Background: an optimization exercise with open tools, aiming at small area and a short achievable clock period. Do not read the settings as production practice. RTL that was checked went through simulation tests only; none was proved equivalent to the original. Power figures rest on the tool's default switching activity, not on a simulated workload.

== run A ==
==> flow/design.v (excerpt) <==
module fp16_multiplier(
  input wire clk,
  input wire [15:0] a,
  input wire [15:0] b,
  output wire [15:0] out
);
clock: 5.0 ns
lec_check: 0
cap_margin: 20
core_margin: 2
core_utilization: 40
setup_slack_margin: 3.0
slew_margin: 20
standard.sh (not shown) runs the stock make flow with config.mk's settings and CLKGATE_MAP_FILE= SYNTH_SCRIPT=/design/flow/synth_recipe.tcl, a recipe that flattens the netlist after the stock synthesis.
==> flow/flow/run.sh <==
#!/bin/bash
# The standard layout (standard.sh), with two changes:
# - synthesis leaves full and half adders to ABC (ADDER_MAP_FILE empty: no extract_fa,
#   no fa/ha cells);
# - the port buffers are buf_2 cells instead of the delay buffers buffer_ports picks.
set -euo pipefail
ADDER_MAP_FILE= bash standard.sh synth > synth.log 2>&1
BUFFER_PORTS_ARGS="-buffer_cell sky130_fd_sc_hd__buf_2" bash standard.sh > layout.log 2>&1
Run A: all stages complete, timing, DRC and antenna checks passed
The following lists how run B was set up differently from run A:
Settings: SETUP_SLACK_MARGIN: 3.0 -> 2.5.
- Worst hold margin, run B and run A, lower one = run B.
- Re core utilization: run B is 11 points down on run A.
- Cells: run B has fewer instances than run A
- Sort run B and run A by share of the final layout cell area in sequential cells, descending, and run B comes first.
Modified inputs, run C compared to run B
==> flow/run.sh (new file) <==
#!/bin/bash
# synth_recipe.tcl (not shown) runs the flow's synth.tcl, then flattens the netlist and writes it again
# the make line also repeats each setting of config.mk as NAME=value (left out here)
make -C /OpenROAD-flow-scripts/flow DESIGN_CONFIG=/design/flow/config.mk WORK_HOME=/design/flow/orfs CLKGATE_MAP_FILE= SYNTH_SCRIPT=/design/flow/synth_recipe.tcl finish
removed: flow/flow/run.sh
removed: flow/standard.sh
## What came out
Run C: PASS, flow complete, no timing, DRC or antenna violations
Run C vs run B on maximum number of pins on one net before global-route repair: run C is the lower one.
Comparing run C with run B, the required time of the critical path came out essentially unchanged.
Run C ends up with lower number of distinct library cells after synthesis than run B does.
When run C is set beside run B, its post-synthesis compound-gate area fraction turns out to be 4.4 points smaller.
Run C supports a lower top clock frequency than run B.
In the reports for run B and run C, the smaller worst path setup slack after routing belongs to run C.
Cmp run C vs run B: total chip power higher in run C
Global-route wire length before repair for run C: 2.6% up relative to run B
Edits applied to the flow inputs when going from run C to run D:
==> flow/flow/run.sh (new file) <==
#!/bin/bash
# The standard layout, except that synthesis leaves full and half adders to ABC
# (ADDER_MAP_FILE empty: no extract_fa, no fa/ha cells); everything else is standard.sh.
set -euo pipefail
ADDER_MAP_FILE= bash standard.sh synth > synth.log 2>&1
bash standard.sh > layout.log 2>&1
==> flow/standard.sh (new file) <==
#!/bin/bash
# synth_recipe.tcl (not shown) runs the flow's synth.tcl, then flattens the netlist and writes it again
# the make line also repeats each setting of config.mk as NAME=value (left out here)
make -C /OpenROAD-flow-scripts/flow DESIGN_CONFIG=/design/flow/config.mk WORK_HOME=/design/flow/orfs CLKGATE_MAP_FILE= SYNTH_SCRIPT=/design/flow/synth_recipe.tcl "${@:-finish}"
removed: flow/run.sh
Findings:
- Run D vs run C on length of routed met3 wiring: run D is the lower one.
- Delta (run D minus run C): vertical extent of the die increased about 0.7%, number of combinational gates with multiple inputs rose by 39%, met2 demand-to-capacity share in global routing moved down.
- Run D against run C: global-route total usage across every layer has decreased, number of gates given a new drive strength after cts fell 36%, cell area power density increased about 1.9%, synthesized-area fraction occupied by xor and xnor cells has increased, combinational power down about 7%.
- Initial core utilization up 0.31 points in run D wrt run C
- Between run D and run C, the setup slack is lower for run C.
No run of this note included a check of the RTL's function; only the layout flow was run.


== v6 ==
fp16_multiplier, a different RTL version from the one above (not shown whole).
For scale: ~910 cells after synthesis, roughly 170 flip-flops.
==> flow/config.mk <==
export PLATFORM = sky130hd
export DESIGN_NAME = fp16_multiplier
export DESIGN_NICKNAME = fp16_multiplier
export VERILOG_FILES = /design/flow/design.v
export SDC_FILE = /design/flow/constraint.sdc
export NUM_CORES = 4
export LEC_CHECK = 0
export CAP_MARGIN = 20
export CORE_MARGIN = 2
export CORE_UTILIZATION = 45
export CTS_BUF_LIST = sky130_fd_sc_hd__clkbuf_8
export CTS_CLUSTER_SIZE = 20
export SETUP_SLACK_MARGIN = 3.0
export SLEW_MARGIN = 20
export SYNTH_HIERARCHICAL = 1
==> flow/constraint.sdc <==
create_clock -name core_clock -period 5.0 [get_ports {clk}]
set_input_delay 1.0000 -clock core_clock [delete_from_list [all_inputs] [get_ports {clk}]]
set_output_delay 1.0000 -clock core_clock [all_outputs]
set_load 0.01 [all_outputs]
==> flow/flow/run.sh <==
#!/bin/bash
# The standard layout (standard.sh), with these changes:
# - synthesis leaves full and half adders to ABC (ADDER_MAP_FILE empty: no extract_fa,
#   no fa/ha cells);
# - the port buffers are buf_1 cells instead of the delay buffers buffer_ports picks;
# - clock tree synthesis inserts no dummy loads.
set -euo pipefail
ADDER_MAP_FILE= bash standard.sh synth > synth.log 2>&1
export BUFFER_PORTS_ARGS="-buffer_cell sky130_fd_sc_hd__buf_1"
export CTS_ARGS="-sink_clustering_enable -repair_clock_nets -dont_use_dummy_load -buf_list sky130_fd_sc_hd__clkbuf_8 -sink_clustering_size 20"
bash standard.sh > layout.log 2>&1
v6 went all the way through synthesis, placement and routing and the layout is clean on timing, DRC and antenna.
For v7, these inputs were changed with respect to v6:
- swapping 3.0 for 3.2 in SETUP_SLACK_MARGIN
- swapping 45 for 60 in CORE_UTILIZATION
Results
- On area fraction of clock buffers and clock inverters, v6 and v7 are basically level.
- In the flow results for v6 and v7, the slew at the pin closest to its max-slew limit is larger on v6.
- Cmp v6 and v7 / share of cell area taken by multi-input logic gates / higher: v6
- v7 has more setup slack than v6.
- Compared with v6, v7 shows die area that has gone down by more than 10%.


fp16_multiplier again, from the RTL that the note above started with.
export LEC_CHECK = 0
export CAP_MARGIN = 20
export CORE_MARGIN = 2
export CORE_UTILIZATION = 60
export CTS_BUF_LIST = sky130_fd_sc_hd__clkbuf_8
export CTS_CLUSTER_DIAMETER = 150
export CTS_CLUSTER_SIZE = 50
export SETUP_SLACK_MARGIN = 3.0
export SLEW_MARGIN = 20
export SYNTH_HIERARCHICAL = 1
create_clock -name core_clock -period 5.0 [get_ports {clk}]
==> flow/flow/run.sh <==
#!/bin/bash
# The standard layout (standard.sh), with these changes:
# - synthesis leaves full and half adders to ABC (ADDER_MAP_FILE empty: no extract_fa,
#   no fa/ha cells);
# - the port buffers are buf_1 cells instead of the delay buffers buffer_ports picks;
# - clock tree synthesis inserts no dummy loads.
set -euo pipefail
ADDER_MAP_FILE= bash standard.sh synth > synth.log 2>&1
export BUFFER_PORTS_ARGS="-buffer_cell sky130_fd_sc_hd__buf_1"
export CTS_ARGS="-sink_clustering_enable -repair_clock_nets -dont_use_dummy_load -buf_list sky130_fd_sc_hd__clkbuf_8 -sink_clustering_size 50 -sink_clustering_max_diameter 150"
bash standard.sh > layout.log 2>&1
Edit:
--- a/flow/flow/run.sh
+++ b/flow/flow/run.sh
@@ -10 +10 @@
-export CTS_ARGS="-sink_clustering_enable -repair_clock_nets -dont_use_dummy_load -buf_list sky130_fd_sc_hd__clkbuf_8 -sink_clustering_size 50 -sink_clustering_max_diameter 150"
+export CTS_ARGS="-sink_clustering_enable -repair_clock_nets -dont_use_dummy_load -buf_list sky130_fd_sc_hd__clkbuf_8 -sink_clustering_size 20"
--- a/flow/config.mk
+++ b/flow/config.mk
@@ -10 +10 @@
-export CORE_UTILIZATION = 60
+export CORE_UTILIZATION = 50
@@ -12,3 +12,2 @@
-export CTS_CLUSTER_DIAMETER = 150
-export CTS_CLUSTER_SIZE = 50
-export SETUP_SLACK_MARGIN = 3.0
+export CTS_CLUSTER_SIZE = 20
+export SETUP_SLACK_MARGIN = 2.9
=> Cell area shrinks by 1.2%. Wire length stays flat. Clock-buffer cell count does not change. First-iteration DRC count shrinks by 39%. Power shrinks by 0.93%. Maximum frequency grows by 0.90%. Setup slack gains 18 ps. Critical path depth is unchanged. Die area grows by 19%. Synthesized area does not change.
Edit:
--- a/flow/config.mk
+++ b/flow/config.mk
@@ -10 +10 @@
-export CORE_UTILIZATION = 50
+export CORE_UTILIZATION = 60
@@ -13 +13 @@
-export SETUP_SLACK_MARGIN = 2.9
+export SETUP_SLACK_MARGIN = 3.0
Outcome: Flip-flop and latch count stays the same. Utilization goes up by 11 points. Routed wire length stays flat. Global-route usage goes up by 3.0 points. Clock-buffer cell count stays the same. Worst setup slack is worse by 18 ps. Synthesized area is unchanged.
Edit:
--- a/flow/config.mk
+++ b/flow/config.mk
@@ -13 +13 @@
-export SETUP_SLACK_MARGIN = 3.0
+export SETUP_SLACK_MARGIN = 2.8
@@ -15 +14,0 @@
-export SYNTH_HIERARCHICAL = 1
Result:
- synthesized area decreases by about 10%
- global-route usage went down by 0.16 points
- clock power came out lower by about 1%
- power came out lower by 6.2%
Edit:
--- a/flow/config.mk
+++ b/flow/config.mk
@@ -13 +13 @@
-export SETUP_SLACK_MARGIN = 2.8
+export SETUP_SLACK_MARGIN = 2.9
@@ -14,0 +15 @@
+export SYNTH_HIERARCHICAL = 1
Setup slack gains 150 ps.
Cell area went up by 3.1%.
Maximum frequency went up by 7.5%.
Clock power stays flat.
Total power went up by 6.1%.
Non-clock buffer count went down by 18.
Clock-buffer cell count stays the same.
Sequential share of layout area went down by 1.3 points.
Die area went up by 11%.
Edit:
--- a/flow/config.mk
+++ b/flow/config.mk
@@ -10 +10 @@
-export CORE_UTILIZATION = 60
+export CORE_UTILIZATION = 50
@@ -13 +13 @@
-export SETUP_SLACK_MARGIN = 2.9
+export SETUP_SLACK_MARGIN = 3.0
Outcome:
- The new run completed without violations
- clock skew rose by 6.9 ps
- final area went up by a few percent
- clock power rose slightly
- setup slack improves by 55 ps
- sequential cell count is unchanged
- wire length is lower slightly
- clock-buffer cell count does not change


fp16_multiplier, a different RTL version from the one above (not shown whole).
For scale: ~920 cells after synthesis, about 49 I/O pins.
Settings: LEC_CHECK=0, CAP_MARGIN=20, CORE_MARGIN=2, CORE_UTILIZATION=50, CTS_BUF_LIST=sky130_fd_sc_hd__clkbuf_8, CTS_CLUSTER_SIZE=20, PLACE_DENSITY=0.8, SETUP_SLACK_MARGIN=3.0, SLEW_MARGIN=20, SYNTH_HIERARCHICAL=1; clock period 5.0 ns.
==> flow/flow/run.sh <==
#!/bin/bash
# The standard layout (standard.sh), with these changes:
# - synthesis leaves full and half adders to ABC (ADDER_MAP_FILE empty: no extract_fa,
#   no fa/ha cells);
# - the port buffers are buf_1 cells instead of the delay buffers buffer_ports picks;
# - clock tree synthesis inserts no dummy loads.
set -euo pipefail
ADDER_MAP_FILE= bash standard.sh synth > synth.log 2>&1
export BUFFER_PORTS_ARGS="-buffer_cell sky130_fd_sc_hd__buf_1"
export CTS_ARGS="-sink_clustering_enable -repair_clock_nets -dont_use_dummy_load -buf_list sky130_fd_sc_hd__clkbuf_8 -sink_clustering_size 20"
bash standard.sh > layout.log 2>&1
The starting point produced a clean layout.
Rerun with:
CORE_UTILIZATION = 55   (was 50)
PLACE_DENSITY = unset   (was 0.8)
=> Utilization came out higher by 5.2 points; combinational power rises by about 3%; power went up by 1.3%; sequential share of layout area increases by 0.53 points; non-clock buffer count shrinks by 8; setup slack improved by 0.022 ns; register-to-register slack gains 0.02 ns; via count decreases by 1.1%; cell count goes down by 1.9%; design area goes down by 1.9%; global-route usage climbs by 4.1 points.
Rerun with:
CORE_UTILIZATION = 60   (was 55)
PLACE_DENSITY = 0.75   (was unset)
After rerunning: Cell count drops by 2.8%; power came out lower by 1.3%; setup slack improves by 0.022 ns; synthesized cell count is unchanged; die area drops by 8.1%; via count barely changes; utilization rises by 5.6 points.
Rerun with:
ABC_AREA = 1   (was unset)
CORE_UTILIZATION = 50   (was 60)
PLACE_DENSITY = unset   (was 0.75)
SYNTH_HIERARCHICAL = unset   (was 1)
The changed run completed without violations.
Synthesized cell count goes up by well over a third.
Via count climbs by a quarter to a third.
Global-route usage came out higher by 0.84 points.
Cell count is higher by well over a third.
Total power went down by a few percent.
Non-clock buffer count grows by 7.
Routed wire length climbs by a quarter to a third.
Utilization fell by 6.8 points.
Die area came out higher by about a fifth.
Clock skew came out higher by 0.0043 ns.

-- afterwards: timing with drivers on the ports --
Ports are ideal in the flow. The routed layouts listed here were re-timed in OpenROAD. Step 1, drivers: a clkbuf_16 drives clk and a buf_2 each remaining input, both assumed. Step 2, shift: input delay + t, output delay - t, t = (earliest + latest rising clock arrival at the registers) / 2. This alone moves slack from input paths to output paths. Slacks: ideal / step 1 / step 2; pairs: ideal / step 1.
run | t (ns) | setup slack, ns | pins driven straight from the clock port
run A | 0.483 | 2.615 / 2.615 / 2.539 | 1
run B | 0.462 | 2.572 / 2.572 / 2.347 | 1
run C | 0.461 | 2.037 / 2.037 / 2.037 | 1
run D | 0.471 | 2.567 / 2.567 / 2.167 | 1
v6 | 0.473 | 2.946 / 2.946 / 2.483 | 1
v7 | 0.473 | 2.992 / 2.992 / 2.575 | 1
the first run of note 3 | 0.461 | 2.920 / 2.920 / 2.503 | 1
the second run of note 3 | 0.463 | 2.939 / 2.939 / 2.499 | 1
the third run of note 3 | 0.461 | 2.920 / 2.920 / 2.503 | 1
the fourth run of note 3 | 0.469 | 2.778 / 2.778 / 2.457 | 1
the fifth run of note 3 | 0.470 | 2.933 / 2.933 / 2.531 | 1
the sixth run of note 3 | 0.477 | 2.988 / 2.996 / 2.519 | 1
the first run of note 4 | 0.462 | 2.939 / 2.939 / 2.570 | 1
the second run of note 4 | 0.474 | 2.962 / 2.962 / 2.633 | 1
the third run of note 4 | 0.469 | 2.984 / 2.984 / 2.625 | 1
the fourth run of note 4 | 0.466 | 3.040 / 3.052 / 2.594 | 1
After both steps setup and hold are still met in every run listed. The setup slack of the sixth run of note 3, which loses most, moves by +0.008 ns with the drivers and by -0.469 ns with both steps.
